Source: an optimization exercise on an open RTL-to-GDS flow (aim: small area). Production flows keep margins and buffers that such runs may drop. No functional check of the RTL was part of this run. In this run the design's own scripts or RTL, not TritonCTS, make the clock network. The flow treats the clock pin as an ideal source. Dropping or thinning the clock tree relies on that and would not hold on a real chip. No activity file was given, so power comes from the tool's default toggle rates.

### design/flow/flow/run.sh
#!/bin/bash
# Own layout flow: the standard flow, with three changes for area.
#  1. After the standard synthesis, its combinational logic is re-mapped with an
#     area-oriented ABC script (flip-flops untouched: same names, same cells).
#     ABC's deepsyn is randomised, so it runs in rounds of four seeds, each round
#     starting from the smallest netlist so far whose flip-flops match the
#     standard synthesis's; the smallest is kept.
#  2. Ports are buffered with buf_1.
#  3. The clock tree is one buf_12 driving every register (cts_one_buffer.tcl,
#     run as ORFS's PRE_CTS_TCL hook in place of TritonCTS).
# Each tool's output goes to a log file of its own in the work folder.
set -euo pipefail
W=$(pwd)
LIB=$FLOW_HOME/platforms/sky130hd/lib/sky130_fd_sc_hd__tt_025C_1v80.lib
R=$W/orfs/results/${FLOW_PLATFORM}/traffic_light/base
YOSYS=$(command -v yosys || echo "$FLOW_HOME/../tools/install/yosys/bin/yosys")

bash standard.sh synth > "$W/log_1_std_synth.txt" 2>&1
cp "$R/1_2_yosys.v" "$W/std_1_2_yosys.v"
grep -E '^\s*sky130_fd_sc_hd__df' "$W/std_1_2_yosys.v" | awk '{print $1, $2}' | sort > "$W/ff_std.txt"

# Three rounds of four ABC runs (four seeds) each; every round starts from the
# smallest netlist so far, whose flip-flops must be exactly the standard synthesis's.
cur="$W/std_1_2_yosys.v"
best=""
best_area=""
for round in 1 2 3; do
  for S in 1 2 3 4; do
    N=r${round}s$S
    sed -e "s#@SEED@#$round$S#" flow/remap.abc > "$W/remap_$N.abc"
    sed -e "s#@LIB@#$LIB#g" -e "s#@IN@#$cur#" -e "s#@OUT@#$W/remap_$N.v#" \
        -e "s#@TOP@#$FLOW_TOP#" -e "s#@ABC@#$W/remap_$N.abc#" flow/remap.ys > "$W/remap_$N.ys"
    ( "$YOSYS" -s "$W/remap_$N.ys" > "$W/log_2_remap_$N.txt" 2>&1 || true ) &
  done
  wait
  for S in 1 2 3 4; do
    N=r${round}s$S
    [[ -s "$W/remap_$N.v" ]] || continue
    grep -E '^\s*sky130_fd_sc_hd__df' "$W/remap_$N.v" | awk '{print $1, $2}' | sort > "$W/ff_remap_$N.txt"
    [[ -s "$W/ff_std.txt" ]] && cmp -s "$W/ff_std.txt" "$W/ff_remap_$N.txt" || continue
    a=$(grep 'Chip area' "$W/log_2_remap_$N.txt" | tail -1 | awk '{print $NF}')
    [[ -n "$a" ]] || continue
    if [[ -z "$best" ]] || awk -v a="$a" -v b="$best_area" 'BEGIN { exit !(a < b) }'; then
      best=$N
      best_area=$a
    fi
  done
  [[ -n "$best" ]] && cur="$W/remap_$best.v"
done

if [[ -n "$best" ]]; then
  echo "using the re-mapped netlist $best (area $best_area)" > "$W/log_3_choice.txt"
  cp "$W/remap_$best.v" "$R/1_2_yosys.v"
  touch "$R/1_2_yosys.v"
  bash standard.sh synth > "$W/log_4_synth_odb.txt" 2>&1
else
  echo "re-map failed or changed the flip-flops: using the standard netlist" > "$W/log_3_choice.txt"
fi

bash standard.sh finish \
  "BUFFER_PORTS_ARGS=-buffer_cell sky130_fd_sc_hd__buf_1" \
  "PRE_CTS_TCL=$W/flow/cts_one_buffer.tcl" \
  > "$W/log_5_layout.txt" 2>&1
### design/flow/flow/cts_one_buffer.tcl
# PRE_CTS_TCL hook: a clock tree of one buffer. The clock port drives a single
# buf_12 placed at the centre of the registers, and that buffer drives every
# register's clock pin, so all registers get the same clock arrival.
rename clock_tree_synthesis orfs_clock_tree_synthesis
proc clock_tree_synthesis { args } {
  set block [ord::get_db_block]
  set clknet [[$block findBTerm clk] getNet]
  set master [[ord::get_db] findMaster sky130_fd_sc_hd__buf_12]
  set buf [odb::dbInst_create $block $master clkbuf_root]
  set net [odb::dbNet_create $block clk_root]
  $net setSigType CLOCK
  set xs 0
  set ys 0
  set n 0
  foreach it [$clknet getITerms] {
    set inst [$it getInst]
    if { [$inst getName] == "clkbuf_root" } { continue }
    set loc [$inst getLocation]
    set xs [expr { $xs + [lindex $loc 0] }]
    set ys [expr { $ys + [lindex $loc 1] }]
    incr n
    $it disconnect
    $it connect $net
  }
  $buf setLocation [expr { $xs / $n }] [expr { $ys / $n }]
  $buf setPlacementStatus PLACED
  [$buf findITerm A] connect $clknet
  [$buf findITerm X] connect $net
  puts "clock_tree_synthesis (one buffer): buf_12 drives $n clock pins"
  set_propagated_clock [all_clocks]
}
### design/flow/flow/remap.abc
strash
&get -n
&deepsyn -T 30 -S @SEED@
&put
dch -f
amap
strash
dch -f
amap
topo
### design/flow/flow/remap.ys
# Re-map the combinational logic of the standard synthesis netlist for area.
# The flip-flop instances are kept as they are (same names and cell types).
read_liberty -ignore_miss_func @LIB@
blackbox sky130_fd_sc_hd__df* sky130_fd_sc_hd__conb_1
read_verilog @IN@
hierarchy -top @TOP@
flatten
opt -purge
abc -liberty @LIB@ -dont_use sky130_fd_sc_hd__probe_p_8 -dont_use sky130_fd_sc_hd__probec_p_8 -dont_use sky130_fd_sc_hd__lpflow_bleeder_1 -dont_use sky130_fd_sc_hd__lpflow_clkbufkapwr_1 -dont_use sky130_fd_sc_hd__lpflow_clkbufkapwr_16 -dont_use sky130_fd_sc_hd__lpflow_clkbufkapwr_2 -dont_use sky130_fd_sc_hd__lpflow_clkbufkapwr_4 -dont_use sky130_fd_sc_hd__lpflow_clkbufkapwr_8 -dont_use sky130_fd_sc_hd__lpflow_clkinvkapwr_1 -dont_use sky130_fd_sc_hd__lpflow_clkinvkapwr_16 -dont_use sky130_fd_sc_hd__lpflow_clkinvkapwr_2 -dont_use sky130_fd_sc_hd__lpflow_clkinvkapwr_4 -dont_use sky130_fd_sc_hd__lpflow_clkinvkapwr_8 -dont_use sky130_fd_sc_hd__lpflow_decapkapwr_12 -dont_use sky130_fd_sc_hd__lpflow_decapkapwr_3 -dont_use sky130_fd_sc_hd__lpflow_decapkapwr_4 -dont_use sky130_fd_sc_hd__lpflow_decapkapwr_6 -dont_use sky130_fd_sc_hd__lpflow_decapkapwr_8 -dont_use sky130_fd_sc_hd__lpflow_inputiso0n_1 -dont_use sky130_fd_sc_hd__lpflow_inputiso0p_1 -dont_use sky130_fd_sc_hd__lpflow_inputiso1n_1 -dont_use sky130_fd_sc_hd__lpflow_inputiso1p_1 -dont_use sky130_fd_sc_hd__lpflow_inputisolatch_1 -dont_use sky130_fd_sc_hd__lpflow_isobufsrc_1 -dont_use sky130_fd_sc_hd__lpflow_isobufsrc_16 -dont_use sky130_fd_sc_hd__lpflow_isobufsrc_2 -dont_use sky130_fd_sc_hd__lpflow_isobufsrc_4 -dont_use sky130_fd_sc_hd__lpflow_isobufsrc_8 -dont_use sky130_fd_sc_hd__lpflow_isobufsrckapwr_16 -dont_use sky130_fd_sc_hd__lpflow_lsbuf_lh_hl_isowell_tap_1 -dont_use sky130_fd_sc_hd__lpflow_lsbuf_lh_hl_isowell_tap_2 -dont_use sky130_fd_sc_hd__lpflow_lsbuf_lh_hl_isowell_tap_4 -dont_use sky130_fd_sc_hd__lpflow_lsbuf_lh_isowell_4 -dont_use sky130_fd_sc_hd__lpflow_lsbuf_lh_isowell_tap_1 -dont_use sky130_fd_sc_hd__lpflow_lsbuf_lh_isowell_tap_2 -dont_use sky130_fd_sc_hd__lpflow_lsbuf_lh_isowell_tap_4 -dont_use sky130_fd_sc_hd__fill_1 -dont_use sky130_fd_sc_hd__fill_2 -dont_use sky130_fd_sc_hd__fill_4 -dont_use sky130_fd_sc_hd__fill_8  -script @ABC@
opt_clean -purge
read_liberty -lib -ignore_redef @LIB@
hilomap -singleton -hicell sky130_fd_sc_hd__conb_1 HI -locell sky130_fd_sc_hd__conb_1 LO
splitnets
opt_clean -purge
read_liberty -lib -ignore_redef @LIB@
check -assert
stat -liberty @LIB@
write_verilog -noattr -nohex -nodec @OUT@
### design/flow/standard.sh
#!/bin/bash
# synth_recipe.tcl (not shown) runs the flow's synth.tcl, then flattens the netlist and writes it again
# the make line also repeats each setting of config.mk as NAME=value (left out here)
make -C /OpenROAD-flow-scripts/flow DESIGN_CONFIG=/design/flow/config.mk WORK_HOME=/design/flow/orfs CLKGATE_MAP_FILE= SYNTH_SCRIPT=/design/flow/synth_recipe.tcl "${@:-finish}"
### design/flow/config.mk
export PLATFORM = sky130hd
export DESIGN_NAME = traffic_light
export DESIGN_NICKNAME = traffic_light
export VERILOG_FILES = /design/flow/design.v
export SDC_FILE = /design/flow/constraint.sdc
export NUM_CORES = 4
export LEC_CHECK = 0
export CAP_MARGIN = 20
export CORE_AREA = 2.3 2.72 57.6 59.9
export DIE_AREA = 0 0 59.7 62.0
export SLEW_MARGIN = 20
### design/flow/constraint.sdc
create_clock -name core_clock -period 5.0 [get_ports {clk}]
set_input_delay 1.0000 -clock core_clock [delete_from_list [all_inputs] [get_ports {clk}]]
set_output_delay 1.0000 -clock core_clock [all_outputs]
set_load 0.01 [all_outputs]
### design/flow/design.v
module traffic_light (
	input clk,     
	input rst_n,   
	output [7:0]Row_Scan_Sig,
	output[1:0]Column_Scan_Sig,
	output[1:0]Column_Scan_Sig2,
	output [3:0]ledout
);
localparam [2:0] Q0 = 3'b101;
localparam [2:0] RM0 = 3'b010;
localparam [1:0] T0 = 2'b01;
localparam [3:0] O0 = 4'b0101;
reg [9:0] f;
reg sp;
reg [2:0] qx;
reg rh;
reg [2:0] rmx;
reg ph;           
reg [1:0] tx;
reg [3:0] ox;
wire [2:0] q = qx ^ Q0;
wire [2:0] rm = rmx ^ RM0;
wire [1:0] t = tx ^ T0;      
wire [3:0] o = ox ^ O0;      
wire st = (f == 10'b0001000000);
wire fb = ~(f[9] ^ f[2]) & ~st;
wire k0 = ~sp & q[2] & ~q[1] & q[0];
wire s5 = sp & q[2];
wire adv = st & ~sp & ~q[2] & ~q[1] & q[0];
reg [2:0] nq;
always @(*) begin
	if (sp)
		nq = q[2] ? 3'b100 : q;
	else
		case (q)
			3'b000: nq = 3'b001;
			3'b001: nq = {1'b1, t};
			3'b010: nq = 3'b011;
			3'b100: nq = 3'b010;
			default: nq = 3'b000;
		endcase
end
wire first = ~rm[2] & rm[1] & ~rm[0];
wire r4 = rm[1] & rm[0];
wire r9 = rh & r4;
wire r0 = ~rh & rm[2] & rm[1];
wire t3 = ~t[1] & ~t[0];
wire tz = t[1] & ~t[0];
wire t12 = t[0];
wire rl = r0 & t3;
wire w = t3 & ph;
wire o0 = o[3] & o[2] & o[1];
wire o5 = (~o[3] & o[2]) | (~o[2] & ~o[0]);      
wire ev_o = r9 | rl;
wire ev_t = (r9 & o0) | rl;
wire [3:0] odec;
assign odec[3] = (o[1] & o[0]) | (~w & ~o[1] & ~o[0]);
assign odec[2] = ~o[0] | (o[3] & ~o[2]) | (~o[3] & o[2] & ~o[1]);
assign odec[1] = ~o[2] | (~o[3] & o[0]);
assign odec[0] = ~o[1] | (~o[3] & ~o[2]) | (~tz & o[3] & o[2]);
wire jy = rl & ~ph;
wire [1:0] tdec = {jy | t[0], jy | ~t[1]};
always @(posedge clk or negedge rst_n) begin
	if (~rst_n) begin
		f <= 10'd0;
		sp <= 1'b0;
		qx <= 3'd0;
		rh <= 1'b0;
		rmx <= 3'd0;
		ph <= 1'b0;
		tx <= 2'd0;
		ox <= 4'd0;
	end else begin
		f <= {f[8:7], f[6] & ~st, f[5:0], fb};
		if (st) begin
			sp <= ~sp;
			qx <= nq ^ Q0;
		end
		if (adv) begin
			if (r4)
				rh <= ~rh;
			rmx <= {rm[1:0], ~(rm[2] | rm[1])} ^ RM0;
			ph <= ph ^ rl;
			if (ev_t)
				tx <= tdec ^ T0;
			if (ev_o)
				ox <= odec ^ O0;
		end
	end
end
wire ge5 = ~t3 & (t12 | o5 | rh);
assign ledout[0] = ~ph & ge5 & ~first;   
assign ledout[1] = ph;                   
assign ledout[2] = ph & ge5;             
assign ledout[3] = ~ph & ~first;         
wire [1:0] ts = s5 ? q[1:0] : t;
wire [3:0] tc;              
assign tc[3] = ts[1];
assign tc[2] = ~ts[0];
assign tc[1] = ts[1] | ts[0];
assign tc[0] = ~ts[1] | ts[0];
wire [3:0] d = k0 ? 4'b0111 : sp ? tc : o;
wire [6:0] seg;
assign seg[0] = d[3] & d[0];
assign seg[1] = ~d[3] & ~d[0];
assign seg[2] = ~d[3] & ~d[2] & d[1];
assign seg[3] = d[3] & ~(d[2] & d[1]);
assign seg[4] = ~d[1] | (d[3] & ~d[2]);
assign seg[5] = ~d[2];
assign seg[6] = d[3] & d[1];
assign Row_Scan_Sig = {~k0, seg};
assign Column_Scan_Sig = (sp | k0) ? 2'b10 : 2'b01;
assign Column_Scan_Sig2 = Column_Scan_Sig;
endmodule
==> key figures <==
Min path
  • Hold depth: 0
  • Hold wc startpoint: f[4]
  • Hold WC Path Type: flop to flop
  • Worst hold path endpoint: f[5]

Power
  • Sw power: 0.0000522 W
  • Clk pwr share: 0.282
  • Sw Ratio: 0.181
  • Part of the power in registers: 0.703
  • Worst IR drop on VDD: 100 µV
  • Final Power: 0.000288 W
  • Combinational Power Share: 0.016
  • Internal Power: 0.000235 W
  • Power per cell area: 236 nW/µm²
  • Leakage: 0.513 nW

Global routing
  • First-pass GRT wire length: 3390 µm
  • Largest net degree at the start of global routing: 26
  • Total GRT Usage: 0.115
  • Vias in the first global route: 771
  • Global route overflow: 0
  • Initial antenna violation count: 0

Worst setup path
  • Signal arrival time at the worst endpoint: 3.93 ns
  • Crit Path Category: flop to flop
  • Worst Path Max Fanout: 6
  • Reg2reg end: ox[1]
  • CP Capture Type: flop
  • R2R Path Start: f[0]
  • Reg2reg path depth: 11
  • Setup slack, reg-to-reg: 1.08 ns
  • CP Launch Type: flop
  • Critical path data required time: 5.02 ns

Layout
  • Nets: 139
  • Post-route design area: 1220 µm²
  • Area of the multi-input gates: 379 µm²
  • Core Util, Final: 0.386
  • Most frequent cells in the layout: dfrtp_1 (25), clkinv_1 (21), buf_1 (17), nor2_1 (15), o22ai_1 (8)
  • Leading cell type in the layout, fill and taps excluded: dfrtp_1
  • Layout Area Growth over Synthesis: 12.4%
  • Register area: 626 µm²
  • Number of inserted diodes: 0
  • Fillers: 324
  • Layout cells sized above 1: 0.0148

Logic synthesis
  • Syn nets: 118
  • Post-Syn Instances: 116
  • Post-synthesis cell area: 1080 µm²
  • Mean Syn Cell Area: 9.34 µm²
  • Synth warn: 1

Floorplan
  • DIE HEIGHT: 62 µm
  • Die ar.: 3700 µm²
  • Core area: 3150 µm²
  • # IOs: 18
  • FP Rows: 21
  • Die X: 59.7 µm
  • Starting Density: 0.344

Drt
  • DRT Pass-1 Iters: 4
  • WL per Instance: 12.1 µm
  • Post-route DRC: 0
  • Initial DRC Count: 28
  • Drt total wl: 2040 µm
  • DRT antenna net count: 0
  • Vias per cell: 5.14
  • Via count: 868

Place
  • GPL Wtd Cong: 0.829
  • Placed Area: 1200 µm²
  • Post-DP HPWL: 1560 µm
  • IO Port Bufs: 17

Timing
  • RSZ-0062 raised after global routing: false
  • Max Clock Skew: 0.00265 ns
  • Normalized max-slew margin: 0.485
  • Worst-margin pin slew: 0.766 ns
  • Slew Limit Fails: 0
  • Post-layout minimum cycle time: 3.92 ns
  • Fin crit share: 0.783
  • Hold Fails Final Rpt: 0
  • WHS: 0.374 ns
  • Final setup vio count: 0
  • Setup TNS: 0 ns
  • Fmax: 255 MHz

Job
  • MaxCap Viol Count: 0

Clock tree
  • Hold-fix buffers, CTS: 0
  • Clk Latency, worst-skew pair: 0.13 ns
  • Clock slew at reported path FFs: 0.09 ns
  • Post-CTS setup buffer count: 0
  • Resized cells post-CTS: 0

Status
  • Status: timing/DRC/antenna clean
==> metal layers <==
metal / track usage / routed length, µm / up-vias
met3: 0.00414 / 59 / 2
met1: 0.177 / 1090 / 402
met5: 0 / 0 / -
li1: - / - / 446
met2: 0.180 / 847 / 18
met4: 0.0254 / 40 / 0
==> power groups by stage <==
stage               Sequential, W  Clock (W)  Combinational (W)
finish                   0.000202  0.0000810         0.00000446
global route             0.000202  0.0000928         0.00000540
CTS                      0.000202  0.0000843         0.00000486
detailed placement       0.000206          0         0.00000481
global placement         0.000206          0         0.00000486
floorplan                0.000206          0     0.000000000146
==> cell type report <==
class,count,area share
Tap cell,34,0.0349
Buffer,1,0.0164
Timing Repair Buffer,18,0.0586
Inverter,21,0.0647
Multi-Input combinational cell,70,0.311
Sequential cell,25,0.514
==> flip-flops by register name, indices dropped and copies added (netlist names), named ones only <==
name and flops:
f 10, ox 4, tx 2, ph 1, rmx 3, sp 1, rh 1, qx 2
==> through the flow <==
step / worst slack, ns / instances
after floorplan: 1.62 / 116
after global placement: 1.38 / 168
after detailed placement: 1.11 / 168
after CTS: 1.10 / 169
after global routing: 0.598 / 169
final: 1.08 / 169
==> how the worst max path moves through the flow <==
stage | start | end | slack (ns) | cells past startpoint
after floorplan | qx[0] | Row_Scan_Sig[2] | 1.62 | 9
after global placement | f[0] | ox[1] | 1.38 | 11
after detailed placement | f[0] | ox[1] | 1.11 | 11
after CTS | f[0] | ox[1] | 1.10 | 11
after global routing | f[0] | ox[1] | 0.60 | 11
final | f[0] | ox[1] | 1.08 | 11
==> worst max-delay path, stage by stage, from the launching register on <==
cell and delay [ns]:
dfrtp_1 0.38, or4_1 0.51, nor3_1 0.46, clkinv_1 0.20, nor4_1 0.71, clkinv_1 0.32
nor3_1 0.46, clkinv_1 0.16, nand2_1 0.14, clkinv_1 0.16, a211oi_1 0.22, a21oi_1 0.08

## re-timing with driven ports
How much do the figures lean on ideal ports? The routed layout below was timed once more, with nothing changed but the port constraints. Step 1, drivers: a clkbuf_16 drives clk and a buf_2 each remaining input, both assumed. Step 2 moves the port delays by t, midway between the first and last clock arrival at a register: inputs arrive t later, outputs are due t later. That takes back most of the time a late clock gives input paths. Slacks: no drivers / after step 1 / after step 2; pairs: no drivers / after step 1.
t, ns: 0.161
setup WS [ns]: 1.083 / 1.083 / 1.083
worst setup path at the end: register to register
worst register clock-pin slew, ns: 0.09 / 0.09
After both steps this run still meets setup and hold. The setup slack of this run moves by 0.000 ns with the drivers and by 0.000 ns with both steps.
